From an optimization exercise on the open Yosys and OpenROAD flow, aimed at small area; shortcuts taken in it are not production practice.
In this exercise RTL edits were held to simulation tests only and were not proved equivalent to the original.
Power figures rest on the tool's default switching activity, not on a simulated workload.

==> inputs of 11-27 <==
Design controller, start of the top module:
module controller
	#(
		parameter CLKS_PER_BIT = 5208,
		parameter FIFO_RX_SIZE = 16,
		parameter FIFO_TX_SIZE = 16
	)
	(
		input							clk,
		input							rst,
		output 						UART_TXD,
		input							UART_RXD,
		input							RE,
		input							WE,
		input			[7:0]			send_data,
		output		[7:0]			receive_data,
		output						rx_empty
	);
	wire tick;
	tx_ring tx (
		.clk(clk),
		.rst(rst),
		.WE(WE),
		.send_data(send_data),
		.UART_TXD(UART_TXD),
		.tick(tick)
	);
	rx_ring rx (
		.clk(clk),
		.rst(rst),
		.tick(tick),
		.UART_RXD(UART_RXD),
		.RE(RE),
		.receive_data(receive_data),
		.rx_empty(rx_empty)
	);
endmodule
==> module rx_ring, before the edit <==
module rx_ring
	(
		input				clk,
		input				rst,
		input				tick,
		input				UART_RXD,
		input				RE,
		output	[7:0]	receive_data,
		output			rx_empty
	);
	reg  [127:0] ring;
	reg  [3:0]   cq;		 
	reg  [3:0]   hp;		 
	reg  [3:0]   bitn;		 
	reg  [3:0]   sub;		 
	wire [7:0] last = ring[127:120];
	wire       tap = (cq == 4'd0);
	wire       bnd = tick & (sub == 4'd12);
	wire       idle = (bitn == 4'd0);
	wire       det = tick & idle & !UART_RXD;
	wire       step = bnd & !idle;
	wire       wr = tap & bitn[3] & (sub == 4'd0);
	wire       complete = step & (bitn == 4'd15);
	assign receive_data = ring[8*hp +: 8];
	assign rx_empty = (hp == cq);
	reg [7:0] head;
	integer b;
	always @(*)
		for (b = 0; b < 8; b = b + 1)
			head[b] = (wr & (bitn[2:0] == b)) ? UART_RXD : last[b];
	always @(posedge clk) begin
		ring <= {ring[119:0], head};
		sub <= det ? 4'd7 : bnd ? 4'd0 : sub + {3'd0, tick & !idle};
		cq <= rst ? 4'd0 : cq + {3'd0, !complete};
		hp <= rst ? 4'd0 : hp + {3'd0, !RE};
		bitn <= rst ? 4'd0 : det ? 4'd6 : bitn + {3'd0, step};
	end
endmodule
==> module tx_ring, before the edit <==
module tx_ring
	(
		input				clk,
		input				rst,
		input				WE,
		input		[7:0]	send_data,
		output	reg		UART_TXD,
		output			tick
	);
	localparam [127:0] INV = {8{16'hff00}};
	reg  [127:0] ring;
	reg  [3:0]   wq;		 
	reg  [3:0]   rq;		 
	reg          sweep;		 
	reg  [4:0]   pre;		 
	reg  [3:0]   bitn;		 
	reg  [3:0]   sub;		 
	wire [127:0] v = ring ^ INV;
	wire [7:0]   last = v[127:120];
	wire         tap = (rq == 4'd0);
	assign       tick = tap & (pre == 5'd24);
	wire         bnd = tick & (sub == 4'd12);
	wire         idle = (bitn == 4'd0);
	wire         go = tick & idle & (wq != rq);
	wire         step = bnd & !idle;
	wire         shift = step & (bitn <= 4'd8);
	wire         done = bnd & (bitn == 4'd10);
	wire         clr = rst | sweep;
	wire [7:0] head = clr ? 8'd0 : (shift ? {1'b0, last[7:1]} : last);
	wire [15:0] w;
	genvar g, b;
	generate for (g = 0; g < 16; g = g + 1) begin : dec
		assign w[g] = WE & (wq == g);
	end endgenerate
	wire [7:0] dn = ~send_data;
	wire [127:0] qn;
	assign qn[7:0] = head | (send_data & {8{w[0]}});
	generate for (g = 1; g < 16; g = g + 1) begin : row
		for (b = 0; b < 8; b = b + 1) begin : col
			if (g & 1)
				assign qn[8*g+b] = ~((w[g] & send_data[b]) | ring[8*(g-1)+b]);
			else
				tx_oai c (.a(~w[g]), .b(dn[b]), .c(ring[8*(g-1)+b]), .y(qn[8*g+b]));
		end
	end endgenerate
	always @(posedge clk) begin
		ring <= qn;
		pre <= tick ? 5'd0 : pre + {4'd0, tap};
		sub <= (go | bnd) ? 4'd0 : sub + {3'd0, tick & !idle};
		wq <= rst ? 4'd1 : wq + {3'd0, !WE};
		rq <= rst ? 4'd1 : rq + {3'd0, !done};
		sweep <= rst | (sweep & (rq != 4'd15));
		bitn <= (rst | done) ? 4'd0 : bitn + {3'd0, go | step};
		UART_TXD <= rst | (!go & ((step & (!shift | last[0])) | (!step & UART_TXD)));
	end
endmodule
==> module tx_oai, before the edit <==
module tx_oai (input a, input b, input c, output y);
	assign y = ~((a | b) & c);
endmodule
==> module controller, before the edit <==
module controller
	#(
		parameter CLKS_PER_BIT = 5208,
		parameter FIFO_RX_SIZE = 16,
		parameter FIFO_TX_SIZE = 16
	)
	(
		input							clk,
		input							rst,
		output 						UART_TXD,
		input							UART_RXD,
		input							RE,
		input							WE,
		input			[7:0]			send_data,
		output		[7:0]			receive_data,
		output						rx_empty
	);
	wire tick;
	tx_ring tx (
		.clk(clk),
		.rst(rst),
		.WE(WE),
		.send_data(send_data),
		.UART_TXD(UART_TXD),
		.tick(tick)
	);
	rx_ring rx (
		.clk(clk),
		.rst(rst),
		.tick(tick),
		.UART_RXD(UART_RXD),
		.RE(RE),
		.receive_data(receive_data),
		.rx_empty(rx_empty)
	);
endmodule
Settings: LEC_CHECK=0, CAP_MARGIN=0, CORE_MARGIN=2, CORE_UTILIZATION=70, SLEW_MARGIN=0; clock period 20.0 ns.
standard.sh (not shown) runs the stock make flow with config.mk's settings and CLKGATE_MAP_FILE= SYNTH_SCRIPT=/design/flow/synth_recipe.tcl, a recipe that flattens the netlist after the stock synthesis.
==> flow/flow/run.sh <==
#!/bin/bash
# The standard layout (standard.sh), with these changes made through ORFS's
# own make variables:
# - the transmit ring's OAI cell module (tx_oai) is mapped on its own and then
#   flattened like the rest, so each even stage bit gets one o21ai gate;
# - port buffers use the smallest buffer cell;
# - clock tree synthesis clusters up to 12 flip-flops per clkbuf_4 and adds
#   no dummy loads.
# make's full output goes to flow.log; ORFS keeps each step's log under orfs/logs.
set -euo pipefail
bash standard.sh \
  "SYNTH_KEEP_MODULES=tx_oai" \
  "BUFFER_PORTS_ARGS=-buffer_cell sky130_fd_sc_hd__buf_1" \
  "CTS_ARGS=-sink_clustering_enable -repair_clock_nets -sink_clustering_size 12 -sink_clustering_max_diameter 40 -buf_list sky130_fd_sc_hd__clkbuf_4 -dont_use_dummy_load" \
  finish > flow.log 2>&1
==> 03-04 (differences from 11-27) <==
==> flow/design.v (replaced) <==
module rx_ring
	(
		input				clk,
		input				rst,
		input				UART_RXD,
		input				RE,
		output	[7:0]	receive_data,
		output			rx_empty
	);
	localparam [8:0] TICKS = 9'd324;	 
	localparam [8:0] HALF  = 9'd165;	 
	reg  [127:0] ring;
	reg  [3:0]   cq;		 
	reg  [3:0]   hp;		 
	reg  [3:0]   bitn;		 
	reg  [8:0]   tick;
	wire [7:0] last = ring[127:120];
	wire       tap = (cq == 4'd0);
	wire       bnd = (tick == TICKS);
	wire       idle = (bitn == 4'd0);
	wire       shift = tap & bnd & (bitn >= 4'd2) & (bitn <= 4'd9);
	wire       complete = shift & (bitn == 4'd9);
	assign receive_data = ring[8*hp +: 8];
	assign rx_empty = (hp == cq);
	always @(posedge clk) begin
		ring <= {ring[119:0], shift ? {UART_RXD, last[7:1]} : last};
		if (rst) begin
			cq <= 4'd0;
			hp <= 4'd0;
			bitn <= 4'd0;
			tick <= 9'd0;
		end else begin
			if (!complete)
				cq <= cq + 4'd1;
			if (!RE)
				hp <= hp + 4'd1;
			if (tap) begin
				if (idle) begin
					if (!UART_RXD) begin
						bitn <= 4'd1;
						tick <= HALF;
					end
				end else if (bnd) begin
					tick <= 9'd0;
					bitn <= (bitn == 4'd10) ? 4'd0 : bitn + 4'd1;
				end else
					tick <= tick + 9'd1;
			end
		end
	end
endmodule
module tx_ring
	(
		input				clk,
		input				rst,
		input				WE,
		input		[7:0]	send_data,
		output	reg		UART_TXD
	);
	localparam [127:0] INV = {8{16'hff00}};
	localparam [8:0]   TICKS = 9'd324;	 
	reg  [127:0] ring;
	reg  [3:0]   wq;		 
	reg  [3:0]   rq;		 
	reg          sweep;		 
	reg  [3:0]   bitn;		 
	reg  [8:0]   tick;
	wire [127:0] v = ring ^ INV;
	wire [7:0]   last = v[127:120];
	wire         tap = (rq == 4'd0);
	wire         bnd = (tick == TICKS);
	wire         idle = (bitn == 4'd0);
	wire         go = tap & idle & (wq != rq);
	wire         shift = tap & bnd & (bitn >= 4'd1) & (bitn <= 4'd8);
	wire         done = tap & bnd & (bitn == 4'd10);
	wire         clr = rst | sweep;
	wire [7:0] head = clr ? 8'd0 : (shift ? {1'b0, last[7:1]} : last);
	reg [127:0] vn;
	integer p;
	always @(*) begin
		vn[7:0] = head | (send_data & {8{WE & (wq == 4'd0)}});
		for (p = 1; p < 16; p = p + 1)
			vn[8*p +: 8] = v[8*(p-1) +: 8] | (send_data & {8{WE & (wq == p)}});
	end
	always @(posedge clk) begin
		ring <= vn ^ INV;
		if (rst) begin
			wq <= 4'd1;
			rq <= 4'd1;
			sweep <= 1'b1;
			bitn <= 4'd0;
			tick <= 9'd0;
			UART_TXD <= 1'b1;
		end else begin
			if (!WE)
				wq <= wq + 4'd1;
			if (!done)
				rq <= rq + 4'd1;
			if (rq == 4'd15)
				sweep <= 1'b0;
			if (go) begin
				bitn <= 4'd1;
				tick <= 9'd0;
				UART_TXD <= 1'b0;
			end else if (tap & !idle) begin
				if (bnd) begin
					tick <= 9'd0;
					bitn <= done ? 4'd0 : bitn + 4'd1;
					UART_TXD <= shift ? last[0] : 1'b1;
				end else
					tick <= tick + 9'd1;
			end
		end
	end
endmodule
module controller
	#(
		parameter CLKS_PER_BIT = 5208,
		parameter FIFO_RX_SIZE = 16,
		parameter FIFO_TX_SIZE = 16
	)
	(
		input							clk,
		input							rst,
		output 						UART_TXD,
		input							UART_RXD,
		input							RE,
		input							WE,
		input			[7:0]			send_data,
		output		[7:0]			receive_data,
		output						rx_empty
	);
	wire [7:0] tx_rd;
	tx_ring tx (
		.clk(clk),
		.rst(rst),
		.WE(WE),
		.send_data(send_data),
		.UART_TXD(UART_TXD)
	);
	rx_ring rx (
		.clk(clk),
		.rst(rst),
		.UART_RXD(UART_RXD),
		.RE(RE),
		.receive_data(receive_data),
		.rx_empty(rx_empty)
	);
endmodule
==> flow/run.sh (new file) <==
#!/bin/bash
# synth_recipe.tcl (not shown) runs the flow's synth.tcl, then flattens the netlist and writes it again
# the make line also repeats each setting of config.mk as NAME=value (left out here)
make -C /OpenROAD-flow-scripts/flow DESIGN_CONFIG=/design/flow/config.mk WORK_HOME=/design/flow/orfs CLKGATE_MAP_FILE= SYNTH_SCRIPT=/design/flow/synth_recipe.tcl finish
==> flow/config.mk (replaced) <==
export PLATFORM = sky130hd
export DESIGN_NAME = controller
export DESIGN_NICKNAME = controller
export VERILOG_FILES = /design/flow/design.v
export SDC_FILE = /design/flow/constraint.sdc
export NUM_CORES = 4
export LEC_CHECK = 0
export CAP_MARGIN = 20
export CORE_MARGIN = 2
export CORE_UTILIZATION = 40
export SLEW_MARGIN = 20
removed: flow/flow/run.sh
removed: flow/standard.sh
==> 01-21 (differences from 11-27) <==
--- a/flow/design.v
+++ b/flow/design.v
@@ -13,27 +13,24 @@
 	reg  [3:0]   hp;		 
 	reg  [3:0]   bitn;		 
 	reg  [3:0]   sub;		 
+	reg          pend;		 
 	wire [7:0] last = ring[127:120];
 	wire       tap = (cq == 4'd0);
 	wire       bnd = tick & (sub == 4'd12);
 	wire       idle = (bitn == 4'd0);
 	wire       det = tick & idle & !UART_RXD;
 	wire       step = bnd & !idle;
-	wire       wr = tap & bitn[3] & (sub == 4'd0);
-	wire       complete = step & (bitn == 4'd15);
+	wire       shift = tap & pend;
+	wire       complete = shift & (bitn == 4'd10);
 	assign receive_data = ring[8*hp +: 8];
 	assign rx_empty = (hp == cq);
-	reg [7:0] head;
-	integer b;
-	always @(*)
-		for (b = 0; b < 8; b = b + 1)
-			head[b] = (wr & (bitn[2:0] == b)) ? UART_RXD : last[b];
 	always @(posedge clk) begin
-		ring <= {ring[119:0], head};
+		ring <= {ring[119:0], shift ? {UART_RXD, last[7:1]} : last};
 		sub <= det ? 4'd7 : bnd ? 4'd0 : sub + {3'd0, tick & !idle};
+		pend <= (pend & !shift) | (step & (bitn >= 4'd2) & (bitn <= 4'd9));
 		cq <= rst ? 4'd0 : cq + {3'd0, !complete};
 		hp <= rst ? 4'd0 : hp + {3'd0, !RE};
-		bitn <= rst ? 4'd0 : det ? 4'd6 : bitn + {3'd0, step};
+		bitn <= (rst | (step & (bitn == 4'd10))) ? 4'd0 : bitn + {3'd0, det | step};
 	end
 endmodule
 module tx_ring
@@ -65,24 +62,15 @@
 	wire         done = bnd & (bitn == 4'd10);
 	wire         clr = rst | sweep;
 	wire [7:0] head = clr ? 8'd0 : (shift ? {1'b0, last[7:1]} : last);
-	wire [15:0] w;
-	genvar g, b;
-	generate for (g = 0; g < 16; g = g + 1) begin : dec
-		assign w[g] = WE & (wq == g);
-	end endgenerate
-	wire [7:0] dn = ~send_data;
-	wire [127:0] qn;
-	assign qn[7:0] = head | (send_data & {8{w[0]}});
-	generate for (g = 1; g < 16; g = g + 1) begin : row
-		for (b = 0; b < 8; b = b + 1) begin : col
-			if (g & 1)
-				assign qn[8*g+b] = ~((w[g] & send_data[b]) | ring[8*(g-1)+b]);
-			else
-				tx_oai c (.a(~w[g]), .b(dn[b]), .c(ring[8*(g-1)+b]), .y(qn[8*g+b]));
-		end
-	end endgenerate
+	reg [127:0] vn;
+	integer p;
+	always @(*) begin
+		vn[7:0] = head | (send_data & {8{WE & (wq == 4'd0)}});
+		for (p = 1; p < 16; p = p + 1)
+			vn[8*p +: 8] = v[8*(p-1) +: 8] | (send_data & {8{WE & (wq == p)}});
+	end
 	always @(posedge clk) begin
-		ring <= qn;
+		ring <= vn ^ INV;
 		pre <= tick ? 5'd0 : pre + {4'd0, tap};
 		sub <= (go | bnd) ? 4'd0 : sub + {3'd0, tick & !idle};
 		wq <= rst ? 4'd1 : wq + {3'd0, !WE};
@@ -91,9 +79,6 @@
 		bitn <= (rst | done) ? 4'd0 : bitn + {3'd0, go | step};
 		UART_TXD <= rst | (!go & ((step & (!shift | last[0])) | (!step & UART_TXD)));
 	end
-endmodule
-module tx_oai (input a, input b, input c, output y);
-	assign y = ~((a | b) & c);
 endmodule
 module controller
 	#(
==> flow/flow/run.sh (replaced) <==
#!/bin/bash
set -euo pipefail
bash standard.sh \
  "BUFFER_PORTS_ARGS=-buffer_cell sky130_fd_sc_hd__buf_1" \
  "CTS_ARGS=-sink_clustering_enable -repair_clock_nets -sink_clustering_size 30 -sink_clustering_max_diameter 80 -buf_list sky130_fd_sc_hd__clkbuf_16 -dont_use_dummy_load" \
  finish > flow.log 2>&1
==> flow/config.mk (replaced) <==
export PLATFORM = sky130hd
export DESIGN_NAME = controller
export DESIGN_NICKNAME = controller
export VERILOG_FILES = /design/flow/design.v
export SDC_FILE = /design/flow/constraint.sdc
export NUM_CORES = 4
export LEC_CHECK = 0
export CAP_MARGIN = 20
export CORE_MARGIN = 2
export CORE_UTILIZATION = 60
export CTS_BUF_LIST = sky130_fd_sc_hd__clkbuf_8
export CTS_CLUSTER_DIAMETER = 60
export CTS_CLUSTER_SIZE = 20
export SLEW_MARGIN = 20
==> results.txt <==
- 11-27 completed without violations. 01-21 finished with timing, DRC and antenna clean. 03-04 finished with timing, DRC and antenna clean.
- Die area, highest first: 03-04, 01-21, 11-27.
- Wire length, lowest first: 01-21, 11-27, 03-04.
- Total power: 03-04 is higher than 11-27 (36%).
- The lowest hold slack belongs to 01-21, the highest to 03-04.
- In 03-04 the sequential power is lower than in 11-27, by about 0.6%.
- The lowest setup slack belongs to 11-27, the highest to 01-21.
- The lowest maximum frequency belongs to 11-27, the highest to 01-21.
- Between 03-04 and 11-27, the lower register-to-register slack is in 11-27 (gap 240 ps).
- Between 03-04 and 01-21, the lower cell count is in 01-21 (gap about 28%, measured against 01-21).

-- port drivers added, routing unchanged --
How much do the figures lean on ideal ports? The routed layouts below were timed once more, with nothing changed but the port constraints.
Step 1 sets driving cells, clkbuf_16 on the clock port and buf_2 on the other inputs (assumed; they add their load-dependent delay and slew).
Step 2 moves the port delays by t, midway between the first and last clock arrival at a register: inputs arrive t later, outputs are due t later. That takes back most of the time a late clock gives input paths.
Three values: no drivers, after step 1, after step 2; two values: the first two.
| run | t, ns | setup slack, ns | worst slew at a driven data input, ns |
|---|---|---|---|
| 11-27 | 0.691 | 12.970 / 12.935 / 13.625 | 0.06 |
| 03-04 | 0.569 | 13.033 / 12.988 / 13.557 | 0.04 |
| 01-21 | 0.492 | 13.502 / 13.461 / 13.953 | 0.04 |
After both steps every run listed still meets setup and hold.
